Background: an optimization exercise with open tools, aiming at small area and a short achievable clock period. Do not read the settings as production practice.
Function was checked by simulation only, so behaviour that the tests miss may differ from the original.
Power and IR drop assume default switching activity.

--- flow/run.sh ---
#!/bin/bash
# synth_recipe.tcl (not shown) runs the flow's synth.tcl, then flattens the netlist and writes it again
# the make line also repeats each setting of config.mk as NAME=value (left out here)
make -C /OpenROAD-flow-scripts/flow DESIGN_CONFIG=/design/flow/config.mk WORK_HOME=/design/flow/orfs CLKGATE_MAP_FILE= SYNTH_SCRIPT=/design/flow/synth_recipe.tcl finish
--- flow/config.mk ---
export PLATFORM = sky130hd
export DESIGN_NAME = RISCV_Processor
export DESIGN_NICKNAME = RISCV_Processor
export VERILOG_FILES = /design/flow/design.v
export SDC_FILE = /design/flow/constraint.sdc
export NUM_CORES = 8
export LEC_CHECK = 0
export CAP_MARGIN = 20
export CORE_MARGIN = 2
export CORE_UTILIZATION = 40
export SETUP_SLACK_MARGIN = 0.5
export SLEW_MARGIN = 20
--- flow/constraint.sdc ---
create_clock -name core_clock -period 13.0 [get_ports {clk}]
set_input_delay 2.6000 -clock core_clock [delete_from_list [all_inputs] [get_ports {clk}]]
set_output_delay 2.6000 -clock core_clock [all_outputs]
set_load 0.01 [all_outputs]
--- flow/design.v ---
`timescale 1ns / 1ps
module RISCV_Processor(
    input  logic        reset,
    input  logic        clk,
    input  logic [31:0] Instruction,
    output logic [31:0] PC_out,
    output logic [31:0] ALU_Output
    );
    logic [31:0] I;
    assign I = Instruction;
    logic b2, b3, b4, b5, b6;
    assign {b6, b5, b4, b3, b2} = I[6:2];
    logic [2:0] f3;
    assign f3 = I[14:12];
    logic is_lui, is_auipc, is_jal, is_jalr, is_br, is_ld, is_st, is_imm, is_op;
    assign is_jal   = b3;
    assign is_jalr  = b6 & b2 & ~b3;
    assign is_br    = b6 & ~b2;
    assign is_ld    = ~b6 & ~b4 & ~b5;
    assign is_st    = ~b6 & ~b4 & b5;
    assign is_lui   = ~b6 & b4 & b5 & b2;
    assign is_auipc = ~b6 & b4 & ~b5 & b2;
    assign is_imm   = ~b6 & b4 & ~b5 & ~b2;
    assign is_op    = ~b6 & b4 & b5 & ~b2;
    logic arith;                      
    assign arith = ~b6 & b4 & ~b2;
    logic [31:0] imm_is;              
    assign imm_is = {{21{I[31]}}, I[30:25], is_st ? I[11:7] : I[24:20]};
    logic [31:0] imm_pc;              
    always_comb begin
        if (b6 & ~b2)      imm_pc = {{20{I[31]}}, I[7], I[30:25], I[11:8], 1'b0};      
        else if (b6)       imm_pc = {{12{I[31]}}, I[19:12], I[20], I[30:21], 1'b0};    
        else               imm_pc = {I[31:12], 12'd0};                                 
    end
    logic [31:0] R [1:31];
    logic [31:1] rv;                  
    logic [31:0] rs1v, rs2v;
    logic [31:1] selA, selB, wen;
    logic [31:0] wd;
    logic        rwrite;
    assign rwrite = ~is_br & ~is_st;
    always_comb begin
        rs1v = 32'd0;
        rs2v = 32'd0;
        for (int i = 1; i < 32; i++) begin
            selA[i] = (I[19:15] == 5'(i)) & rv[i];
            selB[i] = (I[24:20] == 5'(i)) & rv[i];
            wen[i]  = (I[11:7]  == 5'(i)) & rwrite;
            rs1v = rs1v | ({32{selA[i]}} & R[i]);
            rs2v = rs2v | ({32{selB[i]}} & R[i]);
        end
    end
    always_ff @(posedge clk or posedge reset) begin
        if (reset) rv <= '0;
        else       rv <= rv | wen;
    end
    always_ff @(posedge clk) begin
        for (int i = 1; i < 32; i++)
            if (wen[i]) R[i] <= wd;
    end
    logic [31:0] opb;
    assign opb = (is_op | is_br) ? rs2v : imm_is;
    logic sub;
    assign sub = is_br | (arith & ((f3 == 3'b010) | (f3 == 3'b011) | (is_op & I[30] & (f3 == 3'b000))));
    logic [32:0] sum;
    assign sum = {1'b0, rs1v} + {1'b0, opb ^ {32{sub}}} + {32'd0, sub};
    logic ltu, lt, eq;
    assign ltu = (rs1v[31] ^ opb[31]) ? opb[31]  : sum[31];
    assign lt  = (rs1v[31] ^ opb[31]) ? rs1v[31] : sum[31];
    logic [31:0] x_xor;
    assign x_xor = rs1v ^ opb;
    assign eq = ~|x_xor;
    logic [4:0] shamt;
    assign shamt = opb[4:0];
    logic [31:0] sll_r, sr_r;
    assign sll_r = rs1v << shamt;
    assign sr_r  = $signed({I[30] & rs1v[31], rs1v}) >>> shamt;
    logic [31:0] alu;
    always_comb begin
        case (arith ? f3 : 3'b000)
            3'b000: alu = sum[31:0];
            3'b001: alu = sll_r;
            3'b010: alu = {31'd0, lt};
            3'b011: alu = {31'd0, ltu};
            3'b100: alu = x_xor;
            3'b101: alu = sr_r;
            3'b110: alu = rs1v | opb;
            default: alu = rs1v & opb;
        endcase
    end
    assign ALU_Output = alu;
    logic [31:1] pc;
    assign PC_out = {pc, 1'b0};
    logic [31:0] pc4, pcimm;
    assign pc4   = PC_out + 32'd4;
    assign pcimm = PC_out + imm_pc;
    logic taken;
    assign taken = (f3[2] ? (f3[1] ? ltu : lt) : eq) ^ f3[0];
    logic [31:1] npc;
    always_comb begin
        if (is_jalr)                      npc = sum[31:1];
        else if (is_jal | (is_br & taken)) npc = pcimm[31:1];
        else                              npc = pc4[31:1];
    end
    always_ff @(posedge clk or posedge reset) begin
        if (reset) pc <= '0;
        else       pc <= npc;
    end
    logic [7:0] M [0:15];
    logic [15:0] mv;
    logic [3:0] a;
    assign a = sum[3:0];
    logic [31:0] wrot;
    always_comb begin
        case (a[1:0])
            2'd0: wrot = rs2v;
            2'd1: wrot = {rs2v[23:0], rs2v[31:24]};
            2'd2: wrot = {rs2v[15:0], rs2v[31:16]};
            default: wrot = {rs2v[7:0], rs2v[31:8]};
        endcase
    end
    logic [15:0] mwen;
    always_comb begin
        for (int j = 0; j < 16; j++) begin
            logic [3:0] d;
            d = 4'(j) - a;
            mwen[j] = is_st & ((d == 4'd0) | ((d == 4'd1) & (f3[1] | f3[0])) | ((d[3:1] == 3'd1) & f3[1]));
        end
    end
    always_ff @(posedge clk or posedge reset) begin
        if (reset) mv <= '0;
        else       mv <= mv | mwen;
    end
    always_ff @(posedge clk) begin
        for (int j = 0; j < 16; j++)
            if (mwen[j]) M[j] <= wrot[8*(j%4) +: 8];
    end
    logic [8:0] E [0:15];
    logic [8:0] cb [0:6];
    logic [8:0] lb [0:3];
    always_comb begin
        for (int j = 0; j < 16; j++) E[j] = {mv[j], M[j]};
        for (int m = 0; m < 7; m++) begin
            case (a[3:2])
                2'd0: cb[m] = E[(m + 0) % 16];
                2'd1: cb[m] = E[(m + 4) % 16];
                2'd2: cb[m] = E[(m + 8) % 16];
                default: cb[m] = E[(m + 12) % 16];
            endcase
        end
        for (int k = 0; k < 4; k++) begin
            case (a[1:0])
                2'd0: lb[k] = cb[k];
                2'd1: lb[k] = cb[k + 1];
                2'd2: lb[k] = cb[k + 2];
                default: lb[k] = cb[k + 3];
            endcase
        end
    end
    logic [7:0] by0, by1, by2, by3;
    assign by0 = lb[0][7:0] & {8{lb[0][8]}};
    assign by1 = lb[1][7:0] & {8{lb[1][8]}};
    assign by2 = lb[2][7:0] & {8{lb[2][8]}};
    assign by3 = lb[3][7:0] & {8{lb[3][8]}};
    logic lsign;
    assign lsign = ~f3[2] & (f3[0] ? by1[7] : by0[7]);
    logic [31:0] ldata;
    assign ldata = {f3[1] ? {by3, by2} : {16{lsign}},
                    (f3[1] | f3[0]) ? by1 : {8{lsign}},
                    by0};
    always_comb begin
        if (is_ld)                  wd = ldata;
        else if (is_lui)            wd = imm_pc;
        else if (is_auipc)          wd = pcimm;
        else if (is_jal | is_jalr)  wd = pc4;
        else                        wd = alu;
    end
endmodule
==> results.py, run 1 <==
metrics = {
    "job": {
        "cap_viol_max_count": 0,
    },
    "sta": {
        "tightest_slew_ps": 1279,
        "fin_skew_ps": 56.72,
        "finalWorstSetupSlack_ps": 486.2,
        "hold_viol": 0,
        "clock.fmax_ghz": 0.07991,
        "period_share": 0.9626,
        "tns_ps": 0,
        "drv_slew": 0,
        "slew_headroom": 0.1471,
        "fin_crit_ps": 12510,
        "hold_slack_ps": 476.6,
        "rsz0062_at_grt": "false",
        "setup_violations": 0,
    },
    "outcome": {
        "status": "no timing/DRC/antenna violations",
    },
    "routing": {
        "routed_wl_mm": 394.5,
        "firstDrtPassIters": 14,
        "postRouteAntennaNets": 0,
        "vias": 65084,
        "drtIter0Drc": 13979,
        "drc_errors": 0,
        "vias_per_cell": 7.514,
        "wl_per_cell_um": 45.54,
    },
    "placement": {
        "dp.cells": 8387,
        "place_hpwl_mm": 257.8,
        "pre_cts_slack_ps": 208.4,
        "port_buffers": 94,
        "place_congestion": 1.035,
    },
    "clock_tree": {
        "root_buffer": "clkbuf_16",
        "cts_tree": "built",
        "numCtsBuffers": 135,
        "postCtsHoldBufs": 0,
        "clock_insertion_delay_worst_skew_ps": 860,
        "path_clk_slew_ps": 60,
        "clock_path_buffers": 3,
        "h-tree-depth": 4,
        "cts_sinks": 1198,
    },
    "cells_and_area": {
        "seqCellArea_sq_um": 35580,
        "fillCellCount": 15162,
        "utilization": 0.4748,
        "drive_gt1_frac": 0.1685,
        "multi_input_area_sq_um": 29300,
        "area_growth_pct": 17.66,
        "nets": 6517,
        "final_cells": 8662,
    },
    "setup_path": {
        "critPathArrivalTime_ps": 9910,
        "critPathMaxStageDelay_ps": 780,
        "crit_path_start_kind": "input pin",
        "r2r_slack_ps": 4870,
        "cp_common_cell": "buf_4",
        "path_class": "input pin to primary output",
        "path_max_fanout": 16,
        "r2r-start": "rv[15]$_DFF_PP0_",
        "required_ps": 10400,
        "r2r_end": "R[16][25]$_DFFE_PP_",
        "reg2reg_depth": 19,
        "crit_chain": "clkdlybuf4s50_1 -> buf_4 -> and3b_2 -> buf_4 -> buf_4 -> nand3_1 -> nand4_1 -> nor4_1 -> nand4_1 -> ha_1 -> buf_4 -> or4_1 -> a211o_1 -> a31o_2 -> a21oi_1 -> xnor2_1 -> a2111oi_1 -> buf_4 -> nor2_1 -> clkdlybuf4s50_1",
        "end_kind": "primary output",
        "slowest_stage": "a2111oi_1",
    },
    "synthesis": {
        "synth_top_area_cell": "edfxtp_1",
        "synth-edff-count": 1120,
        "async_reset_ff_frac": 0.06511,
        "yosysSeqAreaShare": 0.5338,
        "synth_commonest_cells": "1120 x edfxtp_1, 558 x nand3_1, 486 x nand2_1",
        "synth-seq-cells": 1198,
        "synthCells": 6040,
        "avgSynthCellArea_sq_um": 11.04,
        "ys_top_cells_by_area": "edfxtp_1 50%, a22oi_1 4.8%, nand3_1 4.2%",
        "yosys_warnings": 6,
        "synthFlopType": "edfxtp_1",
        "synth_most_common_cell": "edfxtp_1",
        "synth_area_sq_um": 66660,
        "syn-num-nets": 6214,
        "synthDistinctLibCells": 107,
        "yosysTopAreaCellShare": 0.5045,
    },
    "floorplanning": {
        "row_count": 149,
        "start_util": 0.4036,
        "die_y_um": 412.2,
        "io_pins": 98,
        "die_area_sq_um": 169900,
        "die_w_um": 412.2,
        "coreArea_sq_um": 165200,
    },
    "grt": {
        "grt_max_degree": 72,
        "overflow": 0,
        "antenna_found_initial": 29,
        "grt_util_all_layers": 0.4513,
        "grt_pass1_vias": 59674,
        "grt_pass1_wl_mm": 520.8,
    },
    "pwr": {
        "leakagePower_uw": 0.02843,
        "p_per_area_nw_per_um2": 186.2,
        "vdd_drop_max_mv": 0.1504,
    },
    "hold_path": {
        "min_from": "mv[1]$_DFF_PP0_",
        "min_path_type": "register to register",
        "whs_endpoint": "mv[1]$_DFF_PP0_",
        "whs_path_depth": 1,
    },
}
==> logic make-up after synthesis <==
logic type,after synthesis,synth area share
other,1,0.00005626
flip-flops,1198,0.5338
AO/OA/AOI/OAI,1468,0.1630
AND/OR/NAND/NOR,2237,0.1743
adder cells (fa/ha/maj),140,0.02650
multiplexers,255,0.04863
buffers and inverters,618,0.03752
XOR/XNOR,123,0.01616
==> sequential cells by signal, summed over array words and instances (netlist names) <==
| register | cells |
|---|---|
| mv | 16 |
| pc | 31 |
| M | 128 |
| R | 992 |
| rv | 31 |
==> where the power goes <==
| part | switching [uW] | leakage (uW) | internal [uW] |
|---|---|---|---|
| Sequential | 272 | 0.0110 | 4830 |
| Combinational | 3660 | 0.0152 | 1750 |
| Clock | 1780 | 0.00222 | 2300 |
| Total | 5720 | 0.0284 | 8880 |
==> cells in the final DEF, fill, tap and decap left out, types with 116 or more instances in the layout <==
cell / count
nand2_1: 486
nand3_1: 557
ha_1: 135
edfxtp_1: 1120
clkbuf_16: 136
nand4_1: 214
inv_1: 116
o21ai_0: 150
a22oi_1: 424
a21oi_1: 197
mux2i_1: 177
nor2_1: 269
buf_4: 530
and3_1: 140
==> critical path, delay by kind of cell <==
kind	cells	cell delay, ps
and+or+nand+nor	7	2490
AOI/OAI and AO/OA	4	1480
adders and majority gates	1	520
xor gates and xnor gates	1	210
buffers and inverters	7	2550
==> area by class of cell <==
type	count	share of cell area
Antenna cell	21	0.0006700
Sequential cell	1198	0.4537
Timing Repair Buffer	659	0.07161
Multi-Input combinational cell	4224	0.3736
Clock inverter	82	0.01429
Inverter	125	0.006046
Clock buffer	164	0.04512
Tap cell	2189	0.03492
==> layer usage <==
metal / share of wire / track usage / vias up
met3: 0.16 / 0.1926 / 2147
met1: 0.33 / 0.5319 / 31490
met4: 0.11 / 0.3704 / 30
met5: 0.0012 / 0.01215 / -
met2: 0.40 / 0.6357 / 6828
li1: - / - / 24589
==> how the worst max path moves through the flow <==
stage / start / end / slack (ps) / cells after the start
detailed placement: Instruction[20] / ALU_Output[22] / 210 / 27
global route: Instruction[20] / ALU_Output[27] / 500 / 28
floorplan: Instruction[21] / ALU_Output[2] / 1880 / 24
CTS: Instruction[20] / ALU_Output[22] / 580 / 26
global placement: Instruction[22] / ALU_Output[22] / 250 / 23
finish: Instruction[15] / ALU_Output[22] / 490 / 20
==> stage by stage <==
| stage | total power [uW] | cell area [sq um] |
|---|---|---|
| after floorplan | 7715 | 66660 |
| after global placement | 10250 | 73530 |
| after detailed placement | 10270 | 73560 |
| after CTS | 14280 | 78240 |
| after global routing | 14820 | 78390 |
| final | 14600 | 78430 |
==> repair_timing <==
| action | in CTS | in global routing |
|---|---|---|
| endpoints found under the setup margin | 5 | 8 |
| pin swaps | 1 | 5 |
| endpoints found under the hold margin | 0 | 0 |
| setup buffers | 0 | 7 |
| cloned | 0 | 0 |
| resized for setup | 6 | 21 |
==> run 2, diff against run 1 <==
--- a/flow/config.mk
+++ b/flow/config.mk
@@ -9,4 +9,4 @@
 export CORE_MARGIN = 2
 export CORE_UTILIZATION = 40
-export SETUP_SLACK_MARGIN = 0.5
+export SETUP_SLACK_MARGIN = 5
 export SLEW_MARGIN = 20
==> run 2 against run 1 <==
Against the previous run: largest cell class unchanged; final cell count up 6.4%; worst hold slack worse by 8.6 ps; synthesized cell count stayed put; critical endpoint is now ALU_Output[28]; largest power group unchanged.
==> results.py, run 2 <==
metrics = {
    "outcome": {
        "status": "no timing/DRC/antenna violations",
    },
    "clock_tree": {
        "clock_insertion_delay_worst_skew_ps": 860,
        "h-tree-depth": 4,
        "postCtsHoldBufs": 0,
        "root_buffer": "clkbuf_16",
        "clock_path_buffers": 3,
        "cts_sinks": 1198,
        "cts_tree": "built",
        "path_clk_slew_ps": 60,
        "numCtsBuffers": 135,
    },
    "synthesis": {
        "yosys_warnings": 6,
        "synth_area_sq_um": 66660,
        "synth-seq-cells": 1198,
        "synth_top_area_cell": "edfxtp_1",
        "ys_top_cells_by_area": "edfxtp_1 50%, a22oi_1 4.8%, nand3_1 4.2%",
        "yosysTopAreaCellShare": 0.5045,
        "syn-num-nets": 6214,
        "async_reset_ff_frac": 0.06511,
        "synth-edff-count": 1120,
        "synth_most_common_cell": "edfxtp_1",
        "avgSynthCellArea_sq_um": 11.04,
        "synthFlopType": "edfxtp_1",
        "synthDistinctLibCells": 107,
        "yosysSeqAreaShare": 0.5338,
        "synth_commonest_cells": "1120 x edfxtp_1, 558 x nand3_1, 486 x nand2_1",
        "synthCells": 6040,
    },
    "cells_and_area": {
        "utilization": 0.5329,
        "largest_register": "R",
        "layout_commonest_cell": "edfxtp_1",
        "drive_gt1_frac": 0.2950,
        "reg_top3": "R: 992 flops, M: 128 flops",
        "final_cell_mix": "1120 x edfxtp_1, 743 x buf_4, 540 x nand3_1",
        "nets": 7019,
        "area_growth_pct": 32.05,
        "fillCellCount": 14287,
        "final_cell_area_sq_um": 88020,
        "largest_register_ffs": 992,
    },
    "setup_path": {
        "path_class": "input pin to primary output",
        "slowest_stage": "a222oi_1",
        "path_max_fanout": 10,
        "end_kind": "primary output",
        "critPathMaxStageDelay_ps": 630,
        "required_ps": 10400,
        "critPathArrivalTime_ps": 8060,
        "crit_path_start_kind": "input pin",
    },
    "sta": {
        "period_share": 0.8199,
        "rsz0062_at_grt": "true",
        "tightest_slew_ps": 1350,
        "setup_violations": 0,
        "slew_headroom": 0.1002,
        "drv_slew": 0,
        "fin_skew_ps": 70.80,
        "hold_viol": 0,
        "clock.fmax_ghz": 0.09382,
        "tns_ps": 0,
        "hold_slack_ps": 468.0,
        "fin_crit_ps": 10660,
    },
    "hold_path": {
        "min_path_type": "register to register",
    },
    "pwr": {
        "power.share.clock": 0.255,
        "power_switching_uw": 6245,
        "p_sw_frac": 0.3947,
        "power_uw": 15820,
        "p_int_uw": 9576,
        "p_per_area_nw_per_um2": 179.7,
        "leakagePower_uw": 0.03242,
        "seq_power_share": 0.322,
        "vdd_drop_max_mv": 0.1549,
        "combPwrFrac": 0.423,
    },
    "floorplanning": {
        "die_y_um": 412.2,
        "die_area_sq_um": 169900,
        "start_util": 0.4036,
        "row_count": 149,
        "coreArea_sq_um": 165200,
        "die_w_um": 412.2,
        "io_pins": 98,
    },
    "routing": {
        "vias_per_cell": 7.792,
        "vias": 71817,
        "postRouteAntennaNets": 0,
        "wl_per_cell_um": 45.85,
        "routed_wl_mm": 422.6,
        "firstDrtPassIters": 17,
        "drtIter0Drc": 17211,
        "drc_errors": 0,
    },
    "grt": {
        "grt_pass1_vias": 63565,
        "overflow": 0,
        "grt_max_degree": 100,
        "grt_pass1_wl_mm": 547.1,
        "grt_util_all_layers": 0.4752,
        "antenna_found_initial": 38,
    },
    "placement": {
        "placed_cell_area_sq_um": 73830,
        "place_congestion": 1.077,
        "place_hpwl_mm": 252.8,
        "port_buffers": 94,
    },
    "job": {
        "cap_viol_max_count": 0,
    },
}
-- run 2: cell count changes in the layout (fill, tap and decap cells not counted), moves of 35 or more --
| cell | delta |
|---|---|
| buf_4 | +213 |
| clkdlybuf4s50_1 | -42 |
| and3_4 | +39 |
| a21oi_1 | -38 |
| diode_2 | +51 |
| mux2i_1 | -35 |
| buf_6 | +162 |
| buf_12 | +92 |
-- run 2: area by class of cell --
class | instances | area [sq um] | area share
Antenna cell | 72 | 180.2 | 0.002047
Clock buffer | 161 | 3526 | 0.04006
Clock inverter | 87 | 1064 | 0.01208
Inverter | 125 | 514.2 | 0.005842
Multi-Input combinational cell | 4239 | 32780 | 0.3724
Sequential cell | 1198 | 35580 | 0.4043
Tap cell | 2189 | 2739 | 0.03112
Timing Repair Buffer | 1146 | 11640 | 0.1322
-- run 2: path summary, 6_finish.rpt --
path / startpoint / endpoint / slack [ps] / cells past startpoint
worst max-delay path: Instruction[22] / ALU_Output[28] / 2340 / 27
worst min-delay path: mv[1]$_DFF_PP0_ / mv[1]$_DFF_PP0_ / 470 / 1
worst max register to register: rv[5]$_DFF_PP0_ / R[27][30]$_DFFE_PP_ / 5730 / 27
worst min register to register: mv[1]$_DFF_PP0_ / mv[1]$_DFF_PP0_ / 470 / 1
max in group asynchronous: reset / mv[2]$_DFF_PP0_ / 9550 / 3
min in group asynchronous: reset / rv[18]$_DFF_PP0_ / 2110 / 2
-- run 2: kinds of logic (layout without fill, tap and decap cells) --
family,count (synthesis),in the layout,synth area share
AO/OA/AOI/OAI,1468,1473,0.1630
buffers and inverters,618,1519,0.03752
multiplexers,255,255,0.04863
other,1,73,0.00005626
XOR/XNOR,123,123,0.01616
flip-flops,1198,1198,0.5338
AND/OR/NAND/NOR,2237,2247,0.1743
adder cells (fa/ha/maj),140,140,0.02650
-- run 2: per-layer routing --
metal  track usage  up-vias  wire length [um]
li1              -    25743                 -
met1        0.5403    34393            132900
met2        0.6361     8676            160200
met3        0.2714     2966             77730
met4        0.3966       39             50570
met5       0.02544        -              1222
-- run 2: power groups by stage --
stage	clock (uW)	sequential [uW]	combinational (uW)
floorplan	0	5050	2790
global placement	0	5140	5030
detailed placement	0	5140	5060
CTS	3980	5070	5790
global route	4140	5090	6760
finish	4030	5090	6700
-- run 2: worst max-delay path, delay by kind of cell --
family          cells  cell delay [ps]
compound gates      9             2490
xor+xnor            1               80
fa+ha+maj           1              300
buf+inv            10             1540
mux                 1              180
simple gates        5              830
-- run 2: through the flow --
step                      setup WS, ps  cells
after floorplan                   3006   6040
after global placement           856.7   8363
after detailed placement         782.0   8364
after global routing              2349   9149
after CTS                         2542   9010
final                             2341   9217
-- run 2: timing repair --
action | in CTS | in global routing
gates resized for setup | 908 | 272
buffers inserted | 370 | 120
endpoints found under the setup margin | 1327 | 998
pin swaps | 243 | 160
gates cloned | 28 | 14
==> run 3, diff against run 2 <==
--- a/flow/design.v
+++ b/flow/design.v
@@ -64,5 +64,7 @@
     assign sub = is_br | (arith & ((f3 == 3'b010) | (f3 == 3'b011) | (is_op & I[30] & (f3 == 3'b000))));
     logic [32:0] sum;
-    assign sum = {1'b0, rs1v} + {1'b0, opb ^ {32{sub}}} + {32'd0, sub};
+    logic [32:0] sum_x;               
+    assign sum_x = {rs1v, 1'b1} + {opb ^ {32{sub}}, sub};
+    assign sum   = {1'b0, sum_x[32:1]};
     logic ltu, lt, eq;
     assign ltu = (rs1v[31] ^ opb[31]) ? opb[31]  : sum[31];
@@ -73,18 +75,27 @@
     logic [4:0] shamt;
     assign shamt = opb[4:0];
-    logic [31:0] sll_r, sr_r;
-    assign sll_r = rs1v << shamt;
-    assign sr_r  = $signed({I[30] & rs1v[31], rs1v}) >>> shamt;
-    logic [31:0] alu;
+    logic [31:0] sh_in, sr_r, sll_r;
+    logic        sh_left;
+    assign sh_left = ~f3[2];
     always_comb begin
-        case (arith ? f3 : 3'b000)
-            3'b000: alu = sum[31:0];
-            3'b001: alu = sll_r;
-            3'b010: alu = {31'd0, lt};
-            3'b011: alu = {31'd0, ltu};
-            3'b100: alu = x_xor;
-            3'b101: alu = sr_r;
-            3'b110: alu = rs1v | opb;
-            default: alu = rs1v & opb;
+        for (int k = 0; k < 32; k++) begin
+            sh_in[k] = sh_left ? rs1v[31 - k] : rs1v[k];
+            sll_r[k] = sr_r[31 - k];
+        end
+    end
+    assign sr_r = 32'($signed({~sh_left & I[30] & rs1v[31], sh_in}) >>> shamt);
+    logic [31:0] alu, alu_o;
+    logic        sel_sum;
+    assign sel_sum = ~arith | (f3 == 3'b000);
+    assign alu = sel_sum ? sum[31:0] : alu_o;
+    always_comb begin
+        case (f3)
+            3'b001: alu_o = sll_r;
+            3'b010: alu_o = {31'd0, lt};
+            3'b011: alu_o = {31'd0, ltu};
+            3'b100: alu_o = x_xor;
+            3'b101: alu_o = sr_r;
+            3'b110: alu_o = rs1v | opb;
+            default: alu_o = rs1v & opb;
         endcase
     end
@@ -137,22 +148,24 @@
     end
     logic [8:0] E [0:15];
-    logic [8:0] cb [0:6];
+    logic [8:0] bw [0:3];
     logic [8:0] lb [0:3];
     always_comb begin
         for (int j = 0; j < 16; j++) E[j] = {mv[j], M[j]};
-        for (int m = 0; m < 7; m++) begin
-            case (a[3:2])
-                2'd0: cb[m] = E[(m + 0) % 16];
-                2'd1: cb[m] = E[(m + 4) % 16];
-                2'd2: cb[m] = E[(m + 8) % 16];
-                default: cb[m] = E[(m + 12) % 16];
+        for (int b = 0; b < 4; b++) begin
+            logic [1:0] w;
+            w = a[3:2] + {1'b0, (2'(b) < a[1:0])};
+            case (w)
+                2'd0: bw[b] = E[b];
+                2'd1: bw[b] = E[4 + b];
+                2'd2: bw[b] = E[8 + b];
+                default: bw[b] = E[12 + b];
             endcase
         end
         for (int k = 0; k < 4; k++) begin
             case (a[1:0])
-                2'd0: lb[k] = cb[k];
-                2'd1: lb[k] = cb[k + 1];
-                2'd2: lb[k] = cb[k + 2];
-                default: lb[k] = cb[k + 3];
+                2'd0: lb[k] = bw[k];
+                2'd1: lb[k] = bw[(k + 1) % 4];
+                2'd2: lb[k] = bw[(k + 2) % 4];
+                default: lb[k] = bw[(k + 3) % 4];
             endcase
         end
--- a/flow/config.mk
+++ b/flow/config.mk
@@ -6,7 +6,10 @@
 export NUM_CORES = 8
 export LEC_CHECK = 0
+export ABC_AREA = 1
 export CAP_MARGIN = 20
 export CORE_MARGIN = 2
 export CORE_UTILIZATION = 40
+export CTS_BUF_LIST = sky130_fd_sc_hd__clkbuf_8
 export SETUP_SLACK_MARGIN = 5
 export SLEW_MARGIN = 20
+export TNS_END_PERCENT = 0
==> run 3 against run 2 <==
Against the previous run: setup slack better by 640 ps; clock power is 15% lower; clock skew is 24 ps higher; sequential power is 1% lower; synthesized cell count is 25% higher; utilization is 2.7 points lower; routed wire length is 7.5% lower; cell area is 5.5% lower; first-iteration DRC count is 27% lower; synthesized area is 0.69% lower; sequential cell count stayed put; combinational power is 23% lower; critical path type unchanged.
==> results.py, run 3 <==
metrics = {
    "outcome": {
        "status": "no timing/DRC/antenna violations",
    },
    "routing": {
        "postRouteAntennaNets": 0,
        "vias": 68958,
        "drtIter0Drc": 12561,
        "routed_wl_mm": 390.8,
        "drc_errors": 0,
        "vias_per_cell": 6.444,
        "wl_per_cell_um": 36.52,
        "firstDrtPassIters": 8,
    },
    "hold_path": {
        "whs_path_depth": 2,
        "whs_endpoint": "mv[11]$_DFF_PP0_",
        "min_from": "mv[11]$_DFF_PP0_",
        "min_path_type": "register to register",
    },
    "setup_path": {
        "r2r_slack_ps": 5240,
        "slowest_stage": "clkdlybuf4s50_1",
        "path_max_fanout": 9,
        "crit_path_start_kind": "input pin",
        "required_ps": 10400,
        "end_kind": "primary output",
        "critPathArrivalTime_ps": 7420,
        "r2r_end": "R[24][9]$_DFFE_PP_",
        "crit_chain": "clkdlybuf4s15_2 -> inv_2 -> nand2_1 -> nor2_4 -> buf_4 -> buf_4 -> nand3_1 -> nand2_1 -> nor2_1 -> nand2_1 -> nor2_1 -> buf_4 -> nand3_1 -> nand2_1 -> nand2_1 -> nand3_1 -> nand3_1 -> nand3_1 -> nand3_1 -> nand3_1 -> nand4_1 -> nand2_2 -> inv_1 -> clkdlybuf4s50_1",
        "r2r-start": "rv[31]$_DFF_PP0_",
        "critPathMaxStageDelay_ps": 530,
        "path_class": "input pin to primary output",
        "reg2reg_depth": 32,
        "cp_common_cell": "nand3_1",
    },
    "synthesis": {
        "synth.area.mux_share": 0,
        "syn-num-nets": 7732,
        "yosys.area_share.simple": 0.2152,
        "synthFlopType": "edfxtp_1",
        "avgSynthCellArea_sq_um": 8.766,
        "synth-edff-count": 1120,
        "synth_top_family_by_area": "simple AND/OR/NAND/NOR gates",
        "ys_top_cells_by_area": "edfxtp_1 51%, nand2_1 10%, inv_1 5.3%",
        "async_reset_ff_frac": 0.06511,
        "synthCells": 7552,
        "synth_fa_ha_area_frac": 0.02771,
        "synth-seq-cells": 1198,
        "yosysSeqAreaShare": 0.5375,
        "synth_commonest_cells": "1760 x nand2_1, 1120 x edfxtp_1, 929 x inv_1",
        "synth_area_sq_um": 66200,
        "synth_most_common_cell": "nand2_1",
        "synth_top_area_cell": "edfxtp_1",
        "synth-compound-area-share": 0.1307,
        "synthDistinctLibCells": 61,
        "yosys_warnings": 6,
        "synth-xor-area-share": 0.01535,
        "yosysTopAreaCellShare": 0.5080,
    },
    "pwr": {
        "vdd_drop_max_mv": 0.1390,
        "power_uw": 13620,
        "p_per_area_nw_per_um2": 163.7,
        "leakagePower_uw": 0.03464,
    },
    "cells_and_area": {
        "final_cell_mix": "1626 x nand2_1, 1120 x edfxtp_1, 945 x inv_1",
        "drive_gt1_frac": 0.1975,
        "multi_input_area_sq_um": 28660,
        "nets": 8490,
        "reg_top3": "R: 992 flops, M: 128 flops",
        "largest_register": "R",
        "utilization": 0.5055,
        "largest_register_ffs": 992,
        "layout_commonest_cell": "nand2_1",
        "area_growth_pct": 25.71,
        "seqCellArea_sq_um": 35580,
        "fillCellCount": 15576,
    },
    "placement": {
        "place_hpwl_mm": 252.7,
        "port_buffers": 94,
        "place_congestion": 1.040,
    },
    "sta": {
        "hold_slack_ps": 459.1,
        "fin_crit_ps": 10020,
        "rsz0062_at_grt": "true",
        "hold_viol": 0,
        "tns_ps": 0,
        "fin_skew_ps": 94.99,
        "tightest_slew_ps": 1222,
        "drv_slew": 0,
        "clock.fmax_ghz": 0.09977,
        "slew_headroom": 0.1853,
        "setup_violations": 0,
        "period_share": 0.7710,
    },
    "clock_tree": {
        "cts_sinks": 1198,
        "root_buffer": "clkbuf_8",
        "clock_path_buffers": 3,
        "numCtsBuffers": 206,
        "cts_tree": "built",
        "postCtsHoldBufs": 0,
        "clock_insertion_delay_worst_skew_ps": 1040,
        "path_clk_slew_ps": 60,
        "h-tree-depth": 4,
    },
    "floorplanning": {
        "die_w_um": 410.8,
        "row_count": 149,
        "io_pins": 98,
        "start_util": 0.4021,
        "die_area_sq_um": 168800,
        "coreArea_sq_um": 164600,
        "die_y_um": 410.8,
    },
    "grt": {
        "grt_pass1_vias": 62450,
        "grt_max_degree": 56,
        "overflow": 0,
        "grt_util_all_layers": 0.4499,
        "grt_pass1_wl_mm": 516.9,
        "antenna_found_initial": 38,
    },
    "job": {
        "cap_viol_max_count": 0,
    },
}
run 3: cells by family (layout without fill, tap and decap cells):
kind of cell,after synthesis,count (layout)
other,1,44
xor gates and xnor gates,116,116
and+or+nand+nor,3379,3379
adders and majority gates,146,146
buffers and inverters,1277,2194
AOI/OAI and AO/OA,1435,1435
DFF,1198,1198
run 3: worst max-delay path, delay by kind of cell:
family,cells,cell delay (ps)
AND/OR/NAND/NOR,17,2760
buffers and inverters,7,2030
run 3: report_power, final:
| group | switching, uW | internal (uW) | leakage, uW | total, uW |
|---|---|---|---|---|
| Clock | 1690 | 1720 | 0.00223 | 3420 |
| Combinational | 3570 | 1610 | 0.0215 | 5180 |
| Sequential | 146 | 4880 | 0.0109 | 5020 |
| Total | 5410 | 8210 | 0.0346 | 13600 |
run 3: final cells by class:
cell class | instances | area share
multi-input cells | 5077 | 0.3443
well taps | 2189 | 0.03291
repair buffers | 869 | 0.1009
diodes | 43 | 0.001293
flip-flops and latches | 1198 | 0.4276
clock buffers | 211 | 0.03490
inverters | 956 | 0.04583
repair inverters | 2 | 0.0001804
clock inverters | 156 | 0.01206
run 3: per-stage QoR:
| step | setup WS (ps) | cells | cell area, sq um |
|---|---|---|---|
| after CTS | 3137 | 10563 | 80660 |
| after floorplan | 4217 | 7552 | 66510 |
| final | 2977 | 10701 | 83220 |
| after global routing | 2999 | 10661 | 83120 |
| after detailed placement | 610.0 | 10027 | 73230 |
| after global placement | 690.6 | 10027 | 73230 |
run 3: routing by layer:
layer | vias to the layer above | share of wire | GRT usage
li1 | 27661 | - | -
met5 | - | 0.00096 | 0
met1 | 32856 | 0.34 | 0.5330
met2 | 6437 | 0.40 | 0.6354
met3 | 1980 | 0.16 | 0.1908
met4 | 24 | 0.10 | 0.3637
run 3: worst max path at each step:
stage	cells after the start	end	start
floorplan	27	ALU_Output[29]	Instruction[24]
global placement	26	ALU_Output[25]	Instruction[24]
detailed placement	26	ALU_Output[25]	Instruction[24]
CTS	33	ALU_Output[0]	Instruction[20]
global route	32	ALU_Output[0]	Instruction[24]
finish	24	ALU_Output[11]	Instruction[15]
run 3: timing repair:
action / CTS / global route
gates cloned: 7 / 2
resized for setup: 607 / 340
setup endpoints to repair: 1322 / 1041
buffers inserted: 162 / 93
pin swaps: 112 / 165
==> run 4, diff against run 3 <==
==> flow/flow/run.sh (new file) <==
#!/bin/bash
# Layout flow: the standard ORFS flow (standard.sh) with three changes.
#  1. Synthesis is synth_recipe.tcl unchanged except that its ABC technology-mapping
#     call uses the script flow/area.abc (area-recovering mapping) instead of ORFS's.
#     Registers are mapped before ABC runs, so they are the standard synthesis's.
#  2. Clock tree synthesis uses clkbuf_8 buffers and inserts no dummy loads.
#  3. Ports are buffered with buf_1 cells; timing repair resizes them where needed.
# Each tool's full output goes to the ORFS logs under orfs/logs/, and make's own
# output to flow_make.log, in the folder this runs in.
set -euo pipefail
W=$(pwd)

# synthesis script: an abc wrapper that swaps in our ABC script, then the standard flow's script
{
  cat <<'TCL'
proc abc {args} {
  set i [lsearch -exact $args -script]
  if {$i >= 0} { set args [lreplace $args [expr {$i + 1}] [expr {$i + 1}] $::env(OWN_ABC_SCRIPT)] }
  yosys abc {*}$args
}
TCL
  cat "$W/synth_recipe.tcl"
} > "$W/own_synth.tcl"
export OWN_ABC_SCRIPT="$W/flow/area.abc"

sed -e "s#SYNTH_SCRIPT=[^ ]*#SYNTH_SCRIPT=$W/own_synth.tcl#" "$W/standard.sh" > "$W/own_standard.sh"
grep -q "SYNTH_SCRIPT=$W/own_synth.tcl" "$W/own_standard.sh"

bash "$W/own_standard.sh" \
  "CTS_ARGS=-sink_clustering_enable -repair_clock_nets -buf_list sky130_fd_sc_hd__clkbuf_8 -dont_use_dummy_load" \
  "BUFFER_PORTS_ARGS=-buffer_cell sky130_fd_sc_hd__buf_1" \
  finish > "$W/flow_make.log" 2>&1
test -s "$W/out/final.def"
==> flow/flow/area.abc (new file) <==
strash
&get -n
&dch -f
&nf
&put
strash
&get -n
&dch -f
&nf
&put
strash
&get -n
&dch -f
&nf
&put
buffer -c
upsize -c
dnsize -c
==> flow/standard.sh (new file) <==
#!/bin/bash
# synth_recipe.tcl (not shown) runs the flow's synth.tcl, then flattens the netlist and writes it again
# the make line also repeats each setting of config.mk as NAME=value (left out here)
make -C /OpenROAD-flow-scripts/flow DESIGN_CONFIG=/design/flow/config.mk WORK_HOME=/design/flow/orfs CLKGATE_MAP_FILE= SYNTH_SCRIPT=/design/flow/synth_recipe.tcl "${@:-finish}"
--- a/flow/config.mk
+++ b/flow/config.mk
@@ -6,9 +6,7 @@
 export NUM_CORES = 8
 export LEC_CHECK = 0
-export ABC_AREA = 1
 export CAP_MARGIN = 20
 export CORE_MARGIN = 2
 export CORE_UTILIZATION = 40
-export CTS_BUF_LIST = sky130_fd_sc_hd__clkbuf_8
 export SETUP_SLACK_MARGIN = 5
 export SLEW_MARGIN = 20
removed: flow/run.sh
==> run 4 against run 3 <==
Against the previous run: critical endpoint is now ALU_Output[4]; clock-buffer cell count down 13; synthesized area shrank 9.8%; largest power group is now registers; largest cell class unchanged; routed wire length is 27% lower; die area shrank 9.7%; fmax fell by 6.6%; clock skew grew 80 ps; sequential cell count did not move.
==> results.py, run 4 <==
metrics = {
    "outcome": {
        "status": "no timing/DRC/antenna violations",
    },
    "cells_and_area": {
        "reg_top3": "R: 992 flops, M: 128 flops",
        "area_growth_pct": 15.44,
        "layout_commonest_cell": "edfxtp_1",
        "fillCellCount": 13149,
        "largest_register_ffs": 992,
        "nets": 5356,
        "final_cell_area_sq_um": 68910,
        "final_cells": 7123,
        "largest_register": "R",
        "drive_gt1_frac": 0.1896,
        "final_cell_mix": "1120 x edfxtp_1, 446 x a222oi_1, 376 x buf_4",
    },
    "floorplanning": {
        "io_pins": 98,
        "coreArea_sq_um": 148000,
        "die_w_um": 390.3,
        "start_util": 0.4033,
        "row_count": 141,
        "die_area_sq_um": 152300,
        "die_y_um": 390.3,
    },
    "synthesis": {
        "synth-edff-count": 1120,
        "synth_most_common_cell": "edfxtp_1",
        "synth_area_sq_um": 59690,
        "avgSynthCellArea_sq_um": 12.30,
        "synthCells": 4855,
        "synth-seq-cells": 1198,
        "synth_commonest_cells": "1120 x edfxtp_1, 446 x a222oi_1, 366 x nand2_1",
        "ys_top_cells_by_area": "edfxtp_1 56%, a222oi_1 7.5%, a22oi_1 3.5%",
        "synth_top_area_cell": "edfxtp_1",
        "yosysTopAreaCellShare": 0.5634,
        "syn-num-nets": 5035,
        "yosysSeqAreaShare": 0.5961,
        "async_reset_ff_frac": 0.06511,
        "synthDistinctLibCells": 84,
        "synthFlopType": "edfxtp_1",
        "yosys_warnings": 6,
    },
    "clock_tree": {
        "postCtsHoldBufs": 0,
        "cts_sinks": 1198,
        "clock_path_buffers": 3,
        "h-tree-depth": 4,
        "clock_insertion_delay_worst_skew_ps": 970,
        "root_buffer": "clkbuf_8",
        "path_clk_slew_ps": 50,
        "numCtsBuffers": 198,
        "cts_tree": "built",
    },
    "pwr": {
        "power_uw": 12400,
        "p_per_area_nw_per_um2": 180.0,
        "leakagePower_uw": 0.02367,
        "power.share.clock": 0.220,
        "seq_power_share": 0.406,
        "vdd_drop_max_mv": 0.1302,
        "power_switching_uw": 4804,
        "p_sw_frac": 0.3874,
        "combPwrFrac": 0.373,
        "p_int_uw": 7597,
    },
    "setup_path": {
        "end_kind": "primary output",
        "critPathArrivalTime_ps": 8130,
        "path_class": "input pin to primary output",
        "crit_path_start_kind": "input pin",
        "required_ps": 10400,
        "path_max_fanout": 11,
    },
    "routing": {
        "routed_wl_mm": 287.0,
        "wl_per_cell_um": 40.29,
        "postRouteAntennaNets": 0,
        "drtIter0Drc": 12258,
        "vias_per_cell": 7.479,
        "firstDrtPassIters": 13,
        "drc_errors": 0,
        "vias": 53274,
    },
    "sta": {
        "fin_skew_ps": 174.8,
        "fin_crit_ps": 10730,
        "tightest_slew_ps": 1132,
        "slew_headroom": 0.2371,
        "rsz0062_at_grt": "true",
        "setup_violations": 0,
        "hold_viol": 0,
        "period_share": 0.8254,
        "tns_ps": 0,
        "clock.fmax_ghz": 0.09319,
        "drv_slew": 0,
    },
    "placement": {
        "place_hpwl_mm": 176.1,
        "dp.cells": 6710,
        "place_congestion": 1.029,
        "placed_cell_area_sq_um": 63360,
        "port_buffers": 94,
    },
    "grt": {
        "grt_max_degree": 93,
        "grt_pass1_vias": 49401,
        "antenna_found_initial": 19,
        "grt_util_all_layers": 0.3640,
        "grt_pass1_wl_mm": 387.9,
        "overflow": 0,
    },
    "hold_path": {
        "min_path_type": "register to register",
    },
    "job": {
        "cap_viol_max_count": 0,
    },
}
run 4: power groups by stage:
stage | sequential, uW | clock [uW] | combinational [uW]
after global routing | 5050 | 2870 | 4830
after global placement | 5090 | 0 | 4170
final | 5040 | 2730 | 4630
after detailed placement | 5100 | 0 | 4200
after CTS | 5030 | 2730 | 4380
after floorplan | 5070 | 0 | 2570
run 4: final timing paths:
check | endpoint | cells after the start | slack, ps | start
max in group asynchronous | pc[11]$_DFF_PP0_ | 3 | 10110 | reset
hold reg to reg | mv[10]$_DFF_PP0_ | 1 | 460 | mv[10]$_DFF_PP0_
hold / removal | mv[10]$_DFF_PP0_ | 1 | 460 | mv[10]$_DFF_PP0_
setup reg to reg | R[29][24]$_DFFE_PP_ | 27 | 4990 | rv[15]$_DFF_PP0_
setup / recovery | ALU_Output[4] | 26 | 2270 | Instruction[17]
min in group asynchronous | mv[8]$_DFF_PP0_ | 2 | 1830 | reset
run 4: routing by layer:
layer  global-route usage  up-vias  wire length, um
met5             0.002871        -              232
met4               0.2561       18            26120
met3               0.1587     1441            49740
met2               0.5104     5605           114600
met1               0.4473    25740            96270
li1                     -    20470                -
run 4: kinds of logic after synthesis:
group / Yosys count / synth area share
buffers and inverters: 507 / 0.03238
xor gates and xnor gates: 127 / 0.01945
AOI/OAI and AO/OA: 1591 / 0.2045
other: 1 / 0.00006282
and+or+nand+nor: 1158 / 0.09265
adders and majority gates: 146 / 0.03073
muxes: 127 / 0.02413
DFF: 1198 / 0.5961
run 4: worst max-delay path: stages:
cell	delay, ps
buf_4	200
nor2_1	150
and2_1	240
and3_4	310
a222oi_1	530
nand3_1	200
nor4_2	380
nand3_2	260
ha_1	400
a21o_1	180
a31o_4	210
a21oi_2	130
o21bai_1	90
buf_4	140
buf_4	120
buf_4	120
buf_4	120
buf_4	120
buf_4	120
buf_4	120
buf_4	120
buf_4	120
buf_4	120
xor2_1	470
o22a_1	350
buf_1	200
run 4: layout make-up:
type | count | area [sq um] | area share
inverters | 109 | 449.2 | 0.006518
repair buffers | 516 | 4136 | 0.06003
diodes | 19 | 47.55 | 0.0006900
clock buffers | 198 | 2725 | 0.03955
multi-input cells | 3153 | 23550 | 0.3418
well taps | 1930 | 2415 | 0.03504
flip-flops and latches | 1198 | 35580 | 0.5164
run 4: per-stage QoR:
step,setup slack (ps),utilization,hold WS [ps]
global route,2267,0.4653,471.2
floorplan,3198,-,430.8
finish,2270,0.4656,462.8
CTS,2562,0.4627,463.0
global placement,1233,0.4280,447.5
detailed placement,1187,0.4280,450.8
run 4: what timing repair did:
action	in CTS	in global routing
pin swaps	90	49
endpoints found under the setup margin	1213	1075
gates resized for setup	193	40
cloned	6	0
buffers inserted	166	24
==> run 5, diff against run 4 <==
--- a/flow/flow/run.sh
+++ b/flow/flow/run.sh
@@ -4,5 +4,6 @@
 #     call uses the script flow/area.abc (area-recovering mapping) instead of ORFS's.
 #     Registers are mapped before ABC runs, so they are the standard synthesis's.
-#  2. Clock tree synthesis uses clkbuf_8 buffers and inserts no dummy loads.
+#  2. Clock tree synthesis uses clkbuf_8 buffers, clusters of at most 16 sinks
+#     within 60 um, and inserts no dummy loads.
 #  3. Ports are buffered with buf_1 cells; timing repair resizes them where needed.
 # Each tool's full output goes to the ORFS logs under orfs/logs/, and make's own
@@ -28,5 +29,5 @@
 
 bash "$W/own_standard.sh" \
-  "CTS_ARGS=-sink_clustering_enable -repair_clock_nets -buf_list sky130_fd_sc_hd__clkbuf_8 -dont_use_dummy_load" \
+  "CTS_ARGS=-sink_clustering_enable -repair_clock_nets -buf_list sky130_fd_sc_hd__clkbuf_8 -dont_use_dummy_load -sink_clustering_size 16 -sink_clustering_max_diameter 60" \
   "BUFFER_PORTS_ARGS=-buffer_cell sky130_fd_sc_hd__buf_1" \
   finish > "$W/flow_make.log" 2>&1
==> run 5 against run 4 <==
Against the previous run: still clean; utilization down 0.77 points; non-clock buffer count increased by 13; combinational power about the same; critical path depth unchanged; global-route usage is 0.22 points lower; setup slack got worse by 21 ps; synthesized cell count is the same; sequential cell count is the same; power down 6.5%; die area did not move; via count fell by 1.1%; clock skew shrank 8.1 ps; largest power group unchanged; highest routed layer unchanged.
==> results.py, run 5 <==
metrics = {
    "outcome": {
        "status": "no timing/DRC/antenna violations",
    },
    "synthesis": {
        "synthFlopType": "edfxtp_1",
        "synth-seq-cells": 1198,
        "async_reset_ff_frac": 0.06511,
        "yosysSeqAreaShare": 0.5961,
        "synth_area_sq_um": 59690,
        "synth_top_family_by_area": "compound AO/OA/AOI/OAI gates",
        "synth_top_area_cell": "edfxtp_1",
        "yosys_warnings": 6,
        "synth_commonest_cells": "1120 x edfxtp_1, 446 x a222oi_1, 366 x nand2_1",
        "synth-xor-area-share": 0.01945,
        "synthDistinctLibCells": 84,
        "synthCells": 4855,
        "synth.area.mux_share": 0.02413,
        "syn-num-nets": 5035,
        "synth_most_common_cell": "edfxtp_1",
        "ys_top_cells_by_area": "edfxtp_1 56%, a222oi_1 7.5%, a22oi_1 3.5%",
        "yosysTopAreaCellShare": 0.5634,
        "synth-edff-count": 1120,
        "yosys.area_share.simple": 0.09265,
        "synth-compound-area-share": 0.2045,
        "avgSynthCellArea_sq_um": 12.30,
        "synth_fa_ha_area_frac": 0.03073,
    },
    "routing": {
        "routed_wl_mm": 284.8,
        "drc_errors": 0,
        "wl_met3_mm": 48.23,
        "firstDrtPassIters": 15,
        "postRouteAntennaNets": 0,
        "met1_length_mm": 96.12,
        "wl_per_cell_um": 40.48,
        "drtIter0Drc": 12482,
        "vias": 52699,
        "met2_length_mm": 114.7,
        "topRoutingLayerUsed": "met5",
        "vias_per_cell": 7.490,
    },
    "clock_tree": {
        "numCtsBuffers": 101,
        "postCtsHoldBufs": 0,
        "cts_tree": "built",
        "cts_sinks": 1198,
        "path_clk_slew_ps": 50,
        "clock_path_buffers": 3,
        "root_buffer": "clkbuf_8",
        "h-tree-depth": 3,
        "clock_insertion_delay_worst_skew_ps": 940,
    },
    "floorplanning": {
        "die_area_sq_um": 152300,
        "die_w_um": 390.3,
        "coreArea_sq_um": 148000,
        "io_pins": 98,
        "row_count": 141,
        "die_y_um": 390.3,
        "start_util": 0.4033,
    },
    "cells_and_area": {
        "utilization": 0.4579,
        "area_growth_pct": 13.54,
        "nets": 5273,
        "reg_top3": "R: 992 flops, M: 128 flops",
        "largest_register_ffs": 992,
        "drive_gt1_frac": 0.1782,
        "largest_register": "R",
        "final_cell_mix": "1120 x edfxtp_1, 446 x a222oi_1, 383 x buf_4",
        "fillCellCount": 13282,
        "layout_commonest_cell": "edfxtp_1",
    },
    "setup_path": {
        "critPathMaxStageDelay_ps": 740,
        "path_class": "input pin to primary output",
        "end_kind": "primary output",
        "path_max_fanout": 11,
        "path_buf_inv": 13,
        "critPathArrivalTime_ps": 8150,
        "cp_common_cell": "buf_4",
        "required_ps": 10400,
        "slowest_stage": "nor2_4",
        "crit_family": "buffers and inverters",
        "crit_path_start_kind": "input pin",
    },
    "placement": {
        "place_congestion": 1.029,
        "port_buffers": 94,
        "place_hpwl_mm": 176.1,
    },
    "sta": {
        "setup_violations": 0,
        "tightest_slew_ps": 1150,
        "hold_viol": 0,
        "fin_crit_ps": 10750,
        "tns_ps": 0,
        "fin_skew_ps": 166.7,
        "clock.fmax_ghz": 0.09301,
        "rsz0062_at_grt": "true",
        "hold_slack_ps": 471.4,
        "slew_headroom": 0.2335,
        "period_share": 0.8270,
        "drv_slew": 0,
    },
    "pwr": {
        "combPwrFrac": 0.401,
        "power.share.clock": 0.165,
        "p_per_area_nw_per_um2": 171.1,
        "leakagePower_uw": 0.02304,
        "power_switching_uw": 4636,
        "vdd_drop_max_mv": 0.1138,
        "p_sw_frac": 0.3998,
        "seq_power_share": 0.434,
        "p_int_uw": 6960,
    },
    "grt": {
        "antenna_found_initial": 19,
        "grt_pass1_vias": 48565,
        "grt_util_all_layers": 0.3619,
        "grt_max_degree": 93,
        "overflow": 0,
        "grt_pass1_wl_mm": 385.9,
    },
    "hold_path": {
        "min_path_type": "register to register",
    },
    "job": {
        "cap_viol_max_count": 0,
    },
}
-- run 5: cell type report --
class	count	area, sq um	share of cell area
diodes	15	37.54	0.0005538
clock buffers	101	1390	0.02051
inverters	109	456.7	0.006738
multi-input cells	3154	23640	0.3488
flip-flops and latches	1198	35580	0.5250
well taps	1930	2415	0.03563
repair buffers	529	4253	0.06275
-- run 5: logic make-up after synthesis --
logic type,Yosys count
other,1
DFF,1198
muxes,127
and+or+nand+nor,1158
AOI/OAI and AO/OA,1591
xor gates and xnor gates,127
buffers and inverters,507
adders and majority gates,146
-- run 5: power groups by stage --
stage	clock network [uW]	registers (uW)	logic, uW
after floorplan	0	5070	2570
after global placement	0	5090	4170
after detailed placement	0	5100	4200
after CTS	1910	5020	4390
after global routing	2030	5050	4840
final	1920	5030	4650
-- run 5: final timing paths --
check                      depth (start not counted)              from                  to  slack [ps]
setup / recovery                                  26   Instruction[16]       ALU_Output[4]        2250
hold reg to reg                                    1  mv[11]$_DFF_PP0_    mv[11]$_DFF_PP0_         470
min in group asynchronous                          2             reset    rv[12]$_DFF_PP0_        1870
setup reg to reg                                  27   rv[4]$_DFF_PP0_  R[2][21]$_DFFE_PP_        4910
max in group asynchronous                          3             reset    pc[11]$_DFF_PP0_       10010
hold / removal                                     1  mv[11]$_DFF_PP0_    mv[11]$_DFF_PP0_         470
-- run 5: per-layer routing --
metal / up-vias / global-route usage
met5: - / 0.008931
li1: 20318 / -
met4: 14 / 0.2457
met3: 1395 / 0.1496
met2: 5326 / 0.5138
met1: 25646 / 0.4474
-- run 5: through the flow --
step / std cells / setup slack (ps) / power, uW / area (sq um)
detailed placement: 6710 / 1187 / 9298 / 63360
global route: 7026 / 2268 / 11920 / 67750
floorplan: 4855 / 3198 / 7641 / 59910
finish: 7036 / 2249 / 11600 / 67780
global placement: 6710 / 1233 / 9258 / 63350
CTS: 6995 / 2613 / 11320 / 67260
-- run 5: timing repair --
action                      CTS  global route
pin swaps                   102            55
setup endpoints to repair  1265          1091
cloned                        6             0
setup buffers               178            26
resized for setup           214            51
-- run 5: worst reg2reg max path: cells and delay by family (launching register included) --
family / cells / cell delay (ps)
DFF: 1 / 410
AOI/OAI and AO/OA: 8 / 2290
and+or+nand+nor: 8 / 1920
buffers and inverters: 5 / 1120
xor gates and xnor gates: 3 / 1320
adders and majority gates: 3 / 810
==> run 6, diff against run 5 <==
--- a/flow/design.v
+++ b/flow/design.v
@@ -1,2 +1,36 @@
+`timescale 1ns / 1ps
+module ALU(
+    input  logic [31:0] a,
+    input  logic [31:0] b,
+    input  logic        sub,         
+    input  logic        sel_sum,
+    input  logic        sel_slt,     
+    input  logic        uns,         
+    input  logic [31:0] other,
+    output logic [31:0] sum,
+    output logic        lt,          
+    output logic        ltu,         
+    output logic [31:0] y
+    );
+    logic [32:0] sum_x;              
+    assign sum_x = {a, 1'b1} + {b ^ {32{sub}}, sub};
+    assign sum   = sum_x[32:1];
+    assign ltu = (a[31] ^ b[31]) ? b[31] : sum[31];
+    assign lt  = (a[31] ^ b[31]) ? a[31] : sum[31];
+    assign y = sel_sum ? sum : sel_slt ? {31'd0, uns ? ltu : lt} : other;
+endmodule
+`timescale 1ns / 1ps
+module Register_File(
+    input  logic [32*31-1:0] r,      
+    input  logic [31:1]      v,
+    input  logic [4:0]       a,
+    output logic [31:0]      q
+    );
+    always_comb begin
+        q = 32'd0;
+        for (int i = 1; i < 32; i++)
+            q = q | ({32{(a == 5'(i)) & v[i]}} & r[32*(i-1) +: 32]);
+    end
+endmodule
 `timescale 1ns / 1ps
 module RISCV_Processor(
@@ -36,19 +70,17 @@
     logic [31:1] rv;                  
     logic [31:0] rs1v, rs2v;
-    logic [31:1] selA, selB, wen;
+    logic [31:1] wen;
     logic [31:0] wd;
     logic        rwrite;
     assign rwrite = ~is_br & ~is_st;
-    always_comb begin
-        rs1v = 32'd0;
-        rs2v = 32'd0;
+    logic [32*31-1:0] Rf;             
+    always_comb begin
         for (int i = 1; i < 32; i++) begin
-            selA[i] = (I[19:15] == 5'(i)) & rv[i];
-            selB[i] = (I[24:20] == 5'(i)) & rv[i];
-            wen[i]  = (I[11:7]  == 5'(i)) & rwrite;
-            rs1v = rs1v | ({32{selA[i]}} & R[i]);
-            rs2v = rs2v | ({32{selB[i]}} & R[i]);
-        end
-    end
+            Rf[32*(i-1) +: 32] = R[i];
+            wen[i] = (I[11:7] == 5'(i)) & rwrite;
+        end
+    end
+    Register_File RA (.r(Rf), .v(rv), .a(I[19:15]), .q(rs1v));
+    Register_File RB (.r(Rf), .v(rv), .a(I[24:20]), .q(rs2v));
     always_ff @(posedge clk or posedge reset) begin
         if (reset) rv <= '0;
@@ -64,10 +96,13 @@
     assign sub = is_br | (arith & ((f3 == 3'b010) | (f3 == 3'b011) | (is_op & I[30] & (f3 == 3'b000))));
     logic [32:0] sum;
-    logic [32:0] sum_x;               
-    assign sum_x = {rs1v, 1'b1} + {opb ^ {32{sub}}, sub};
-    assign sum   = {1'b0, sum_x[32:1]};
     logic ltu, lt, eq;
-    assign ltu = (rs1v[31] ^ opb[31]) ? opb[31]  : sum[31];
-    assign lt  = (rs1v[31] ^ opb[31]) ? rs1v[31] : sum[31];
+    logic [31:0] alu, alu_o;
+    logic        sel_sum;
+    assign sel_sum = ~arith | (f3 == 3'b000);
+    logic sel_slt;
+    assign sel_slt = arith & (f3[2:1] == 2'b01);
+    ALU AL (.a(rs1v), .b(opb), .sub(sub), .sel_sum(sel_sum), .sel_slt(sel_slt), .uns(f3[0]),
+            .other(alu_o), .sum(sum[31:0]), .lt(lt), .ltu(ltu), .y(alu));
+    assign sum[32] = 1'b0;
     logic [31:0] x_xor;
     assign x_xor = rs1v ^ opb;
@@ -85,13 +120,7 @@
     end
     assign sr_r = 32'($signed({~sh_left & I[30] & rs1v[31], sh_in}) >>> shamt);
-    logic [31:0] alu, alu_o;
-    logic        sel_sum;
-    assign sel_sum = ~arith | (f3 == 3'b000);
-    assign alu = sel_sum ? sum[31:0] : alu_o;
     always_comb begin
         case (f3)
             3'b001: alu_o = sll_r;
-            3'b010: alu_o = {31'd0, lt};
-            3'b011: alu_o = {31'd0, ltu};
             3'b100: alu_o = x_xor;
             3'b101: alu_o = sr_r;
==> flow/flow/run.sh (replaced) <==
#!/bin/bash
# Layout flow: the standard ORFS flow (standard.sh) with these changes.
#  1. Synthesis is synth_recipe.tcl unchanged except for its ABC technology-mapping
#     call. The modules ALU (adder and output select) and Register_File (one read
#     port) are kept apart until that call, which maps ALU with ORFS's speed script
#     (flow/speed.abc), Register_File with a delay-relaxed area script
#     (flow/relaxed.abc) and the rest with an area script (flow/area.abc).
#     synth_recipe.tcl then flattens the design as usual. Registers are mapped
#     before ABC runs and all sit in the top module, so they are the standard
#     synthesis's.
#  2. Clock tree synthesis uses clkbuf_8 buffers, clusters of at most 16 sinks
#     within 60 um, and inserts no dummy loads.
#  3. Ports are buffered with buf_1 cells; timing repair resizes them where needed.
# Each tool's full output goes to the ORFS logs under orfs/logs/, and make's own
# output to flow_make.log, in the folder this runs in.
set -euo pipefail
W=$(pwd)

{
  cat <<'TCL'
proc abc {args} {
  set i [lsearch -exact $args -script]
  set j [expr {$i + 1}]
  set done [list]
  foreach {m sc} $::env(OWN_ABC_MAP) {
    yosys abc {*}[lreplace $args $j $j $sc] $m
    lappend done $m
  }
  foreach m [split [string trim [tee -q -s result.string select -list-mod *]] "\n"] {
    if {[lsearch -exact $done $m] < 0} {
      yosys abc {*}[lreplace $args $j $j $::env(OWN_ABC_SCRIPT)] $m
    }
  }
}
TCL
  cat "$W/synth_recipe.tcl"
} > "$W/own_synth.tcl"
export OWN_ABC_SCRIPT="$W/flow/area.abc"
export OWN_ABC_MAP="ALU $W/flow/speed.abc Register_File $W/flow/relaxed.abc"

sed -e "s#SYNTH_SCRIPT=[^ ]*#SYNTH_SCRIPT=$W/own_synth.tcl#" "$W/standard.sh" > "$W/own_standard.sh"
grep -q "SYNTH_SCRIPT=$W/own_synth.tcl" "$W/own_standard.sh"

bash "$W/own_standard.sh" \
  "SYNTH_KEEP_MODULES=ALU Register_File" \
  "CTS_ARGS=-sink_clustering_enable -repair_clock_nets -buf_list sky130_fd_sc_hd__clkbuf_8 -dont_use_dummy_load -sink_clustering_size 16 -sink_clustering_max_diameter 60" \
  "BUFFER_PORTS_ARGS=-buffer_cell sky130_fd_sc_hd__buf_1" \
  finish > "$W/flow_make.log" 2>&1
test -s "$W/out/final.def"
==> flow/flow/relaxed.abc (new file) <==
strash
&get -n
&dch -f
&nf -R 30
&put
strash
&get -n
&dch -f
&nf -R 30
&put
strash
&get -n
&dch -f
&nf -R 30
&put
buffer -c
upsize -c
dnsize -c
==> flow/flow/speed.abc (new file) <==
&get -n
&st
&dch
&nf
&st
&syn2
&if -g -K 6
&synch2
&nf
&st
&syn2
&if -g -K 6
&synch2
&nf
&st
&syn2
&if -g -K 6
&synch2
&nf
&st
&syn2
&if -g -K 6
&synch2
&nf
&st
&syn2
&if -g -K 6
&synch2
&nf
&put
buffer -c
topo
stime -c
upsize -c
dnsize -c
==> run 6 against run 5 <==
Against the previous run: worst hold slack worse by 8.8 ps; fmax is 2.5% higher; combinational power is 2% higher; synthesized cell count is 5.8% higher; sequential power hardly changed; power is 0.67% higher; routed wire length is 9.6% lower; utilization is 1.1 points lower; via count is 2.5% lower; first-iteration DRC count is 29% lower; sequential cell count stayed put; cell area is 1.3% higher; critical path type unchanged.
==> results.py, run 6 <==
metrics = {
    "cells_and_area": {
        "area_growth_pct": 11.28,
        "reg_top3": "R: 992 flops, M: 128 flops",
        "drive_gt1_frac": 0.1595,
        "nets": 5404,
        "final_cells": 7274,
        "largest_register": "R",
        "final_cell_area_sq_um": 68690,
        "largest_register_ffs": 992,
        "final_cell_mix": "1120 x edfxtp_1, 475 x a22oi_1, 293 x nand2_1",
        "layout_commonest_cell": "edfxtp_1",
        "utilization": 0.4469,
    },
    "grt": {
        "antenna_found_initial": 19,
        "overflow": 0,
        "grt_util_all_layers": 0.3158,
        "grt_pass1_wl_mm": 355.6,
        "grt_max_degree": 117,
        "grt_pass1_vias": 47860,
    },
    "setup_path": {
        "crit_path_start_kind": "input pin",
        "required_ps": 10400,
        "end_kind": "primary output",
        "critPathArrivalTime_ps": 7890,
        "path_class": "input pin to primary output",
        "path_max_fanout": 14,
        "r2r-start": "rv[7]$_DFF_PP0_",
        "startpoint": "Instruction[15]",
    },
    "floorplanning": {
        "die_area_sq_um": 157500,
        "start_util": 0.4016,
        "coreArea_sq_um": 153700,
        "io_pins": 98,
        "die_y_um": 396.8,
        "row_count": 144,
        "die_w_um": 396.8,
    },
    "sta": {
        "tightest_slew_ps": 1092,
        "hold_slack_ps": 462.6,
        "tns_ps": 0,
        "fin_crit_ps": 10490,
        "clock.fmax_ghz": 0.09537,
        "setup_violations": 0,
        "rsz0062_at_grt": "true",
        "drv_slew": 0,
        "fin_skew_ps": 170.4,
        "hold_viol": 0,
        "slew_headroom": 0.2681,
        "period_share": 0.8066,
    },
    "synthesis": {
        "synthFlopType": "edfxtp_1",
        "yosysTopAreaCellShare": 0.5449,
        "synth-seq-cells": 1198,
        "synthCells": 5138,
        "synth_commonest_cells": "1120 x edfxtp_1, 485 x a22oi_1, 342 x clkbuf_1",
        "syn-num-nets": 5319,
        "yosysSeqAreaShare": 0.5765,
        "avgSynthCellArea_sq_um": 12.01,
        "synthDistinctLibCells": 98,
        "synth-edff-count": 1120,
        "yosys_warnings": 7,
        "synth_top_area_cell": "edfxtp_1",
        "async_reset_ff_frac": 0.06511,
        "synth_area_sq_um": 61720,
        "synth_most_common_cell": "edfxtp_1",
        "ys_top_cells_by_area": "edfxtp_1 54%, a22oi_1 5.9%, a22o_1 3.3%",
    },
    "clock_tree": {
        "cts_tree": "built",
        "clock_insertion_delay_worst_skew_ps": 930,
        "h-tree-depth": 3,
        "clock_path_buffers": 3,
        "cts_sinks": 1198,
        "path_clk_slew_ps": 70,
        "root_buffer": "clkbuf_8",
        "numCtsBuffers": 102,
    },
    "pwr": {
        "vdd_drop_max_mv": 0.1365,
        "leakagePower_uw": 0.02247,
        "p_per_area_nw_per_um2": 169.9,
    },
    "routing": {
        "wl_per_cell_um": 35.40,
        "routed_wl_mm": 257.5,
        "drtIter0Drc": 8855,
        "firstDrtPassIters": 11,
        "drc_errors": 0,
        "vias": 51405,
        "postRouteAntennaNets": 0,
        "vias_per_cell": 7.067,
    },
    "placement": {
        "place_hpwl_mm": 164.6,
        "place_congestion": 1.003,
        "port_buffers": 94,
        "placed_cell_area_sq_um": 65320,
        "dp.cells": 7065,
    },
    "hold_path": {
        "min_path_type": "register to register",
        "min_from": "mv[0]$_DFF_PP0_",
    },
    "outcome": {
        "status": "no timing/DRC/antenna violations",
    },
    "job": {
        "cap_viol_max_count": 0,
    },
}
-- run 6: changes by cell type after synthesis, moves of 63 or more --
cell      change
a222oi_1    -306
nand2_1      -69
nand4_1      +88
or3_1        +65
a22o_1      +188
a221oi_1     +81
a32oi_1      +63
a22oi_1     +207
-- run 6: cell families after synthesis --
logic type | Yosys count | share of synthesized area
AOI/OAI and AO/OA | 1941 | 0.2367
DFF | 1198 | 0.5765
and+or+nand+nor | 1164 | 0.09688
buffers and inverters | 516 | 0.03345
adders and majority gates | 149 | 0.03024
xor gates and xnor gates | 119 | 0.01689
muxes | 50 | 0.009244
other | 1 | 0.00006076
-- run 6: path summary, 6_finish.rpt --
| kind | to | slack [ps] | cells past startpoint |
|---|---|---|---|
| min in group asynchronous | rv[21]$_DFF_PP0_ | 1730 | 2 |
| min reg2reg | mv[0]$_DFF_PP0_ | 460 | 1 |
| max in group asynchronous | pc[26]$_DFF_PP0_ | 9910 | 3 |
| max | ALU_Output[13] | 2510 | 19 |
| min | mv[0]$_DFF_PP0_ | 460 | 1 |
| max reg2reg | R[6][31]$_DFFE_PP_ | 4600 | 27 |
-- run 6: metal layers --
metal	wire length (um)	track usage	share of wire
met4	16980	0.1784	0.066
met3	31860	0.08029	0.12
met1	95850	0.4138	0.37
met5	143	0	0.00056
met2	112700	0.4758	0.44
-- run 6: what timing repair did --
| item | in CTS | in global routing |
|---|---|---|
| pin swaps | 68 | 56 |
| cloned | 12 | 0 |
| hold buffers | 0 | 0 |
| buffers inserted | 64 | 22 |
| endpoints found under the setup margin | 1327 | 1082 |
| resized for setup | 226 | 61 |
-- run 6: where the power goes --
part / internal (uW) / total [uW] / switching [uW] / leakage (uW)
clock network: 694 / 1920 / 1230 / 0.000733
registers: 4830 / 5030 / 198 / 0.0110
logic: 1400 / 4720 / 3320 / 0.0107
-- run 6: area by class of cell --
class	instances	area, sq um
multi-input combinational	3434	25810
timing repair inverter	1	5.005
inverter	108	417.9
fill	14052	85000
timing repair buffer	378	2888
antenna	9	22.52
sequential	1198	35580
clock buffer	102	1404
tap	2044	2557
-- run 6: modules after synthesis, one instance, submodules excluded --
module           cells inside  cell area, sq um  times used
RISCV_Processor          3207             47830           1
ALU                       365              2570           1
Register_File             783              5659           2
-- run 6: worst max-delay path, cell delays in order --
cell      delay, ps
buf_4           250
buf_4           300
nor2b_1         330
and3_2          580
buf_4           410
a22oi_1         110
nand4_1         110
or3_1           320
nand2_1         240
nor2_2          410
nor3_2          160
a32o_1          260
a21o_1          210
a21oi_1         410
nor2_1          120
o31ai_1         460
nand2_1         130
o211ai_1        210
buf_1           200
-- run 6: through the flow --
stage | setup WS, ps | power [uW]
floorplan | 3423 | 7675
global placement | 1227 | 9413
detailed placement | 1222 | 9466
CTS | 2706 | 11460
global route | 2543 | 12060
finish | 2515 | 11670

[port drivers added, routing unchanged]
How much do the figures lean on ideal ports? The routed layouts below were timed once more, with nothing changed but the port constraints. Step 1 sets driving cells, clkbuf_16 on the clock port and buf_2 on the other inputs (assumed; they add their load-dependent delay and slew). Step 2, shift: input delay + t, output delay - t, t = (earliest + latest rising clock arrival at the registers) / 2. This alone moves slack from input paths to output paths. Three values: ideal ports, drivers, drivers and shift; two values: the first two.
| run | t (ns) | setup WS [ns] | cell pins on the clock port's net |
|---|---|---|---|
| run 1 | 0.917 | 0.486 / 0.463 / 0.463 | 1 |
| run 2 | 0.914 | 2.341 / 2.303 / 2.303 | 1 |
| run 3 | 1.087 | 2.977 / 2.934 / 2.486 | 1 |
| run 4 | 0.972 | 2.270 / 2.237 / 2.237 | 1 |
| run 5 | 0.946 | 2.249 / 2.193 / 2.111 | 1 |
| run 6 | 0.920 | 2.515 / 2.482 / 2.025 | 1 |
After both steps setup and hold are still met in every run listed. The setup slack of run 3, which loses most, moves by -0.043 ns with the drivers and by -0.491 ns with both steps.
